Context: an optimization exercise on an open-source flow, tuned for small area, a short achievable clock period and few clock cycles. The choices shown serve that exercise and are no tape-out recipe.
Only simulation tests tie the RTL to the original design; equivalence was not proved.
Power figures rest on the tool's default switching activity, not on a simulated workload.

## run 1
## draw_lines
module draw_lines(
      input          i_clk,
      input          i_reset,
      input   [10:0] i_x0,
      input   [10:0] i_x1,
      input   [10:0] i_y0,
      input   [10:0] i_y1,
      input          i_start,
      input          i_load_fifo,
      output         o_waiting,
      output         o_fifo_full,
      output         o_wr,
      output  [18:0] o_addr
    );
export LEC_CHECK = 0
export ABC_AREA = 1
export CAP_MARGIN = 20
export CORE_MARGIN = 2
export CORE_UTILIZATION = 40
export CTS_BUF_LIST = sky130_fd_sc_hd__clkbuf_8
export CTS_CLUSTER_DIAMETER = 100
export CTS_CLUSTER_SIZE = 15
export SETUP_SLACK_MARGIN = 3.0
export SLEW_MARGIN = 20
create_clock -name core_clock -period 5.0 [get_ports {i_clk}]
run.sh (not shown) runs the stock make flow with config.mk's settings and CLKGATE_MAP_FILE= SYNTH_SCRIPT=/design/flow/synth_recipe.tcl, a recipe that flattens the netlist after the stock synthesis.
Every stage of the flow completed for run 1, and the final layout passed the timing, DRC and antenna checks.
Testbench counts of run 1, summed over its fixed seeds: cycles 117,974.
Modified inputs, run 2 compared to run 1
# run 1
export LEC_CHECK = 0
export ABC_AREA = 1
export CAP_MARGIN = 20
export CORE_MARGIN = 2
export CORE_UTILIZATION = 40
export CTS_BUF_LIST = sky130_fd_sc_hd__clkbuf_8
export CTS_CLUSTER_DIAMETER = 100
export CTS_CLUSTER_SIZE = 15
export SETUP_SLACK_MARGIN = 3.0
export SLEW_MARGIN = 20
create_clock -name core_clock -period 5.0 [get_ports {i_clk}]
# run 2
export LEC_CHECK = 0
export ABC_AREA = 1
export CAP_MARGIN = 20
export CORE_MARGIN = 2
export CORE_UTILIZATION = 40
export CTS_BUF_LIST = sky130_fd_sc_hd__clkbuf_8 sky130_fd_sc_hd__clkbuf_16
export CTS_CLUSTER_DIAMETER = 100
export CTS_CLUSTER_SIZE = 20
export PLACE_DENSITY = 0.7
export SETUP_SLACK_MARGIN = 3.0
export SLEW_MARGIN = 20
create_clock -name core_clock -period 5.0 [get_ports {i_clk}]
## What came out
- Proportion of cell area occupied by multi-input gates: run 2 vs run 1 down 0.87 points
- Time the worst path needs with I/O delays and setup, run 1 and run 2, higher one = run 2.
- [run 2 vs run 1] proportion of layout cells with a drive suffix above 1: lower in run 2
- On worst hold slack, run 1 beats run 2.
- | max-slew headroom at the worst pin | higher: run 1 |
- Note that the combinational power recorded for run 1 amounts to 0.941 times the value seen in run 2.
- Row overall routed net length: run 2 higher / run 1 lower
- Run 1 and run 2 ended up with nearly the same global-route total usage across every layer.
- Looking only at clock skew, and setting everything else aside, the higher value of run 1 and run 2 goes to run 1.
- | static power due to leakage | run 2 vs run 1 | ≈ equal |
#### Input delta (run 3 over run 2)
# run 2
export LEC_CHECK = 0
export ABC_AREA = 1
export CAP_MARGIN = 20
export CORE_MARGIN = 2
export CORE_UTILIZATION = 40
export CTS_BUF_LIST = sky130_fd_sc_hd__clkbuf_8 sky130_fd_sc_hd__clkbuf_16
export CTS_CLUSTER_DIAMETER = 100
export CTS_CLUSTER_SIZE = 20
export PLACE_DENSITY = 0.7
export SETUP_SLACK_MARGIN = 3.0
export SLEW_MARGIN = 20
create_clock -name core_clock -period 5.0 [get_ports {i_clk}]
# run 3
export LEC_CHECK = 0
export ABC_AREA = 1
export CAP_MARGIN = 20
export CORE_MARGIN = 2
export CORE_UTILIZATION = 40
export SETUP_SLACK_MARGIN = 3.0
export SLEW_MARGIN = 20
create_clock -name core_clock -period 5.0 [get_ports {i_clk}]
--- outcome ---
Run 3: no failed stages, no open violations at the end. Compared with run 2, in run 3 non-clock buffer count shows a reduction of 24; clock latency reported for the late side of the worst-skew pair shows an increase of 0.04 ns. Number of nets still failing antenna checks after routing of run 3 is on par with run 2. Fmax: run 3 higher than run 2. Die area: run 3 vs run 2 identical. Worst setup slack: run 3 higher than run 2. Taking run 2 as the reference point, the combinational cell fraction of total power of run 3 falls by 0.4 points. Re filler cell count in the final layout: run 2 and run 3 aren't equal, and the lower value belongs to run 2. Run 3 against run 2: global router's overall resource usage increased 0.23 points, proportion of cell area occupied by registers decreased by 1.9 points relative to the old numbers.
For run 4, these inputs were changed with respect to run 3:
# run 3
export LEC_CHECK = 0
export ABC_AREA = 1
export CAP_MARGIN = 20
export CORE_MARGIN = 2
export CORE_UTILIZATION = 40
export SETUP_SLACK_MARGIN = 3.0
export SLEW_MARGIN = 20
create_clock -name core_clock -period 5.0 [get_ports {i_clk}]
# run 4
export LEC_CHECK = 0
export ABC_AREA = 1
export CAP_MARGIN = 20
export CORE_MARGIN = 2
export CORE_UTILIZATION = 40
export CTS_CLUSTER_DIAMETER = 100
export CTS_CLUSTER_SIZE = 20
export SETUP_SLACK_MARGIN = 3.2
export SLEW_MARGIN = 20
create_clock -name core_clock -period 5.0 [get_ports {i_clk}]
==> run summary <==
Of run 4 and run 3, run 4 shows the higher combinational cell fraction of total power, with run 3 below it.
Run 3 → run 4: count of plain and timing-repair buffers in the layout went up 97; total wirelength of the detailed-routed design climbed 3600 um.
Clock-cell share of area is higher on run 3
Worst setup path startpoint = x_ady[6]$_DFFE_PP_: run 3; worst setup path startpoint = x_ady[7]$_DFFE_PP_: run 4
For run 3, the end point of the critical path was y_ys[3]$_DFFE_PP_, unlike run 4, where it was y_da[1]$_DFFE_PP_.
[compare] base=run 3 new=run 4: area growth from synthesis to layout moved up, clock-buffer cell count moved down, proportion of cell area occupied by multi-input gates moved up.


The RTL this note starts from:
==> flow/design.v <==
module draw_lines(
      input          i_clk,
      input          i_reset,
      input   [10:0] i_x0,
      input   [10:0] i_x1,
      input   [10:0] i_y0,
      input   [10:0] i_y1,
      input          i_start,
      input          i_load_fifo,
      output         o_waiting,
      output         o_fifo_full,
      output         o_wr,
      output  [18:0] o_addr
    );
   localparam NR = 12;           
   localparam RW = 38;           
   function [11:0] ks_add;
      input [11:0] a, b;
      input        ci;
      reg   [11:0] p, g, pp, gg;
      integer i, d;
      begin
         p = a ^ b;
         g = a & b;
         gg = {g[11:1], g[0] | (p[0] & ci)};
         pp = p;
         for (d = 1; d < 12; d = d * 2) begin
            for (i = 11; i >= d; i = i - 1) begin
               gg[i] = gg[i] | (pp[i] & gg[i-d]);
               pp[i] = pp[i] & pp[i-d];
            end
         end
         ks_add = p ^ {gg[10:0], ci};
      end
   endfunction
   reg        idle;              
   reg        wr;                
   reg  [3:0] count;             
   reg        full;              
   reg  [NR-1:0] r_v;            
   reg           x_v, y_v, e_v;
   reg        e_last;            
   wire emit   = ~idle & e_v;    
   wire finish = emit & e_last;  
   wire [NR+2:0] vall = {e_v, y_v, x_v, r_v};      
   wire [NR+2:0] take;
   genvar gi;
   generate
      for (gi = 1; gi <= NR+2; gi = gi + 1) begin : g_take
         assign take[gi] = vall[gi-1] & (~&vall[NR+2:gi] | finish);
      end
   endgenerate
   assign take[0] = i_load_fifo;
   wire [3:0] count_nx = count + {3'd0, i_load_fifo} - {3'd0, finish};
   always @(posedge i_clk) begin
      if (i_reset) begin
         idle    <= 1'b1;
         wr      <= 1'b0;
         count   <= 4'd0;
         full    <= 1'b0;
         r_v     <= {NR{1'b0}};
         x_v     <= 1'b0;
         y_v     <= 1'b0;
         e_v     <= 1'b0;
      end else begin
         idle  <= idle ? ~i_start : (count == 4'd0);
         wr    <= emit;
         count <= count_nx;
         full  <= count_nx == 4'd15;
         r_v   <= (r_v & ~take[NR:1]) | take[NR-1:0];
         x_v   <= (x_v & ~take[NR+1]) | take[NR];
         y_v   <= (y_v & ~take[NR+2]) | take[NR+1];
         e_v   <= (e_v & ~finish) | take[NR+2];
      end
   end
   assign o_waiting   = idle;
   assign o_fifo_full = full;
   assign o_wr        = wr;
   reg [RW-1:0] r_d [0:NR-1];
   always @(posedge i_clk) begin
      if (take[0])
         r_d[0] <= {i_x0[9:0], i_y0[8:0], i_x1[9:0], i_y1[8:0]};
   end
   generate
      for (gi = 1; gi < NR; gi = gi + 1) begin : g_raw
         always @(posedge i_clk) begin
            if (take[gi])
               r_d[gi] <= r_d[gi-1];
         end
      end
   endgenerate
   wire [9:0] h_x0 = r_d[NR-1][37:28];
   wire [8:0] h_y0 = r_d[NR-1][27:19];
   wire [9:0] h_x1 = r_d[NR-1][18:9];
   wire [8:0] h_y1 = r_d[NR-1][8:0];
   wire [10:0] dxp = {1'b0, h_x1} - {1'b0, h_x0};
   wire [10:0] dxn = {1'b0, h_x0} - {1'b0, h_x1};
   wire  [9:0] dyp = {1'b0, h_y1} - {1'b0, h_y0};
   wire  [9:0] dyn = {1'b0, h_y0} - {1'b0, h_y1};
   reg  [RW-1:0] x_pts;          
   reg     [9:0] x_adx;
   reg     [8:0] x_ady;
   reg           x_sx, x_sy;     
   always @(posedge i_clk) begin
      if (take[NR]) begin
         x_pts <= r_d[NR-1];
         x_sx  <= dxp[10];
         x_sy  <= dyp[9];
         x_adx <= dxp[10] ? dxn[9:0] : dxp[9:0];
         x_ady <= dyp[9]  ? dyn[8:0] : dyp[8:0];
      end
   end
   wire        steep = {1'b0, x_ady} > x_adx;
   wire        swap  = steep ? x_sy : x_sx;
   reg   [9:0] y_xs;
   reg   [8:0] y_ys;
   reg   [9:0] y_da, y_db;
   reg         y_steep, y_bpos;
   always @(posedge i_clk) begin
      if (take[NR+1]) begin
         y_xs    <= swap ? x_pts[18:9] : x_pts[37:28];
         y_ys    <= swap ? x_pts[8:0]  : x_pts[27:19];
         y_da    <= steep ? {1'b0, x_ady} : x_adx;
         y_db    <= steep ? x_adx : {1'b0, x_ady};
         y_steep <= steep;
         y_bpos  <= ~(x_sx ^ x_sy);
      end
   end
   wire [9:0]  d1 = y_da - y_db;                             
   wire [10:0] e0 = {2'b0, y_da[9:1]} - {1'b0, y_db};        
   reg  [9:0] e_x;
   reg  [8:0] e_y;
   reg [10:0] e_err;             
   reg  [9:0] e_d1;              
   reg  [9:0] e_db;
   reg  [9:0] e_cnt;             
   reg        e_steep, e_bpos;
   wire        e_step   = e_err[10];
   wire [11:0] e_err_s_w  = ks_add({e_err[10], e_err}, {2'b0, e_d1}, 1'b0);
   wire [11:0] e_err_ns_w = ks_add({e_err[10], e_err}, {2'b11, ~e_db}, 1'b1);
   wire [10:0] e_err_s  = e_err_s_w[10:0];
   wire [10:0] e_err_ns = e_err_ns_w[10:0];
   wire        x_mv = ~e_steep | e_step;
   wire        x_up = ~e_steep | e_bpos;
   wire        y_mv =  e_steep | e_step;
   wire        y_up =  e_steep | e_bpos;
   wire  [9:0] e_x_nx = x_mv ? (x_up ? e_x + 10'd1 : e_x - 10'd1) : e_x;
   wire  [8:0] e_y_nx = y_mv ? (y_up ? e_y + 9'd1 : e_y - 9'd1) : e_y;
   always @(posedge i_clk) begin
      if (take[NR+2]) begin
         e_x     <= y_xs;
         e_y     <= y_ys;
         e_err   <= e0;
         e_d1    <= d1;
         e_db    <= y_db;
         e_cnt   <= y_da;
         e_last  <= (y_da == 10'd0);
         e_steep <= y_steep;
         e_bpos  <= y_bpos;
      end else if (emit) begin
         e_x     <= e_x_nx;
         e_y     <= e_y_nx;
         e_err   <= e_step ? e_err_s : e_err_ns;
         e_cnt   <= e_cnt - 10'd1;
         e_last  <= (e_cnt == 10'd1);
      end
   end
   reg [18:0] addr;
   wire [11:0] s_a = {1'b0, e_y, 2'b0};
   wire [11:0] s_b = {3'b0, e_y};
   wire [11:0] s_c = {9'b0, e_x[9:7]};
   wire [11:0] s_sum = s_a ^ s_b ^ s_c;
   wire [11:0] s_cry = (s_a & s_b) | (s_a & s_c) | (s_b & s_c);
   always @(posedge i_clk) begin
      addr[6:0]  <= e_x[6:0];
      addr[18:7] <= ks_add(s_sum, {s_cry[10:0], 1'b0}, 1'b0);
   end
   assign o_addr = addr;
endmodule
make LEC_CHECK=0 ABC_AREA=1 CAP_MARGIN=20 CORE_MARGIN=2 CORE_UTILIZATION=40 CTS_BUF_LIST='sky130_fd_sc_hd__clkbuf_8 sky130_fd_sc_hd__clkbuf_16' CTS_CLUSTER_DIAMETER=100 CTS_CLUSTER_SIZE=20 SETUP_SLACK_MARGIN=3.0 SLEW_MARGIN=20 finish   # period 5.0 ns
Testbench counts at the start, summed over its fixed seeds: cycles 117,974.
Then changed:
Settings changed: CORE_UTILIZATION 40 to 55.
Result: The new run completed without violations; setup slack degrades by 0.15 ns; cell area came out higher slightly; synthesized cell count stays the same; first-iteration DRC count came out higher by a quarter to a third; core utilization came out higher by 19 points; wire length came out higher slightly; cell count came out lower by a little under a tenth; global-route usage came out higher by 5.4 points; worst hold slack degrades by 0.0042 ns; non-clock buffer count came out higher by 27; sequential power hardly moves.

afterwards: timing with drivers on the ports:
How much do the figures lean on ideal ports? The routed layouts below were timed once more, with nothing changed but the port constraints.
Step 1, drivers: a clkbuf_16 drives i_clk and a buf_2 each remaining input, both assumed.
Step 2 moves the port delays by t, midway between the first and last clock arrival at a register: inputs arrive t later, outputs are due t later. That takes back most of the time a late clock gives input paths.
Slacks: ideal / step 1 / step 2; pairs: ideal / step 1.
run | t (ns) | setup slack, ns | hold WS [ns] | worst setup path at the end | worst slew at a driven data input, ns
run 1 | 0.702 | 2.831 / 2.831 / 2.455 | 0.409 / 0.409 / 0.409 | input to register | 0.04
run 2 | 0.615 | 2.652 / 2.652 / 2.473 | 0.403 / 0.403 / 0.403 | input to register | 0.04
run 3 | 0.654 | 2.842 / 2.842 / 2.457 | 0.405 / 0.405 / 0.405 | input to register | 0.04
run 4 | 0.640 | 2.740 / 2.740 / 2.569 | 0.401 / 0.401 / 0.401 | input to register | 0.05
the first run of note 2 | 0.632 | 2.878 / 2.878 / 2.586 | 0.410 / 0.410 / 0.410 | input to register | 0.04
the second run of note 2 | 0.624 | 2.724 / 2.724 / 2.420 | 0.406 / 0.406 / 0.406 | input to register | 0.04
After both steps every run listed still meets setup and hold. For run 3, which loses most, drivers alone change the setup slack by 0.000 ns; drivers and shift together by -0.385 ns.
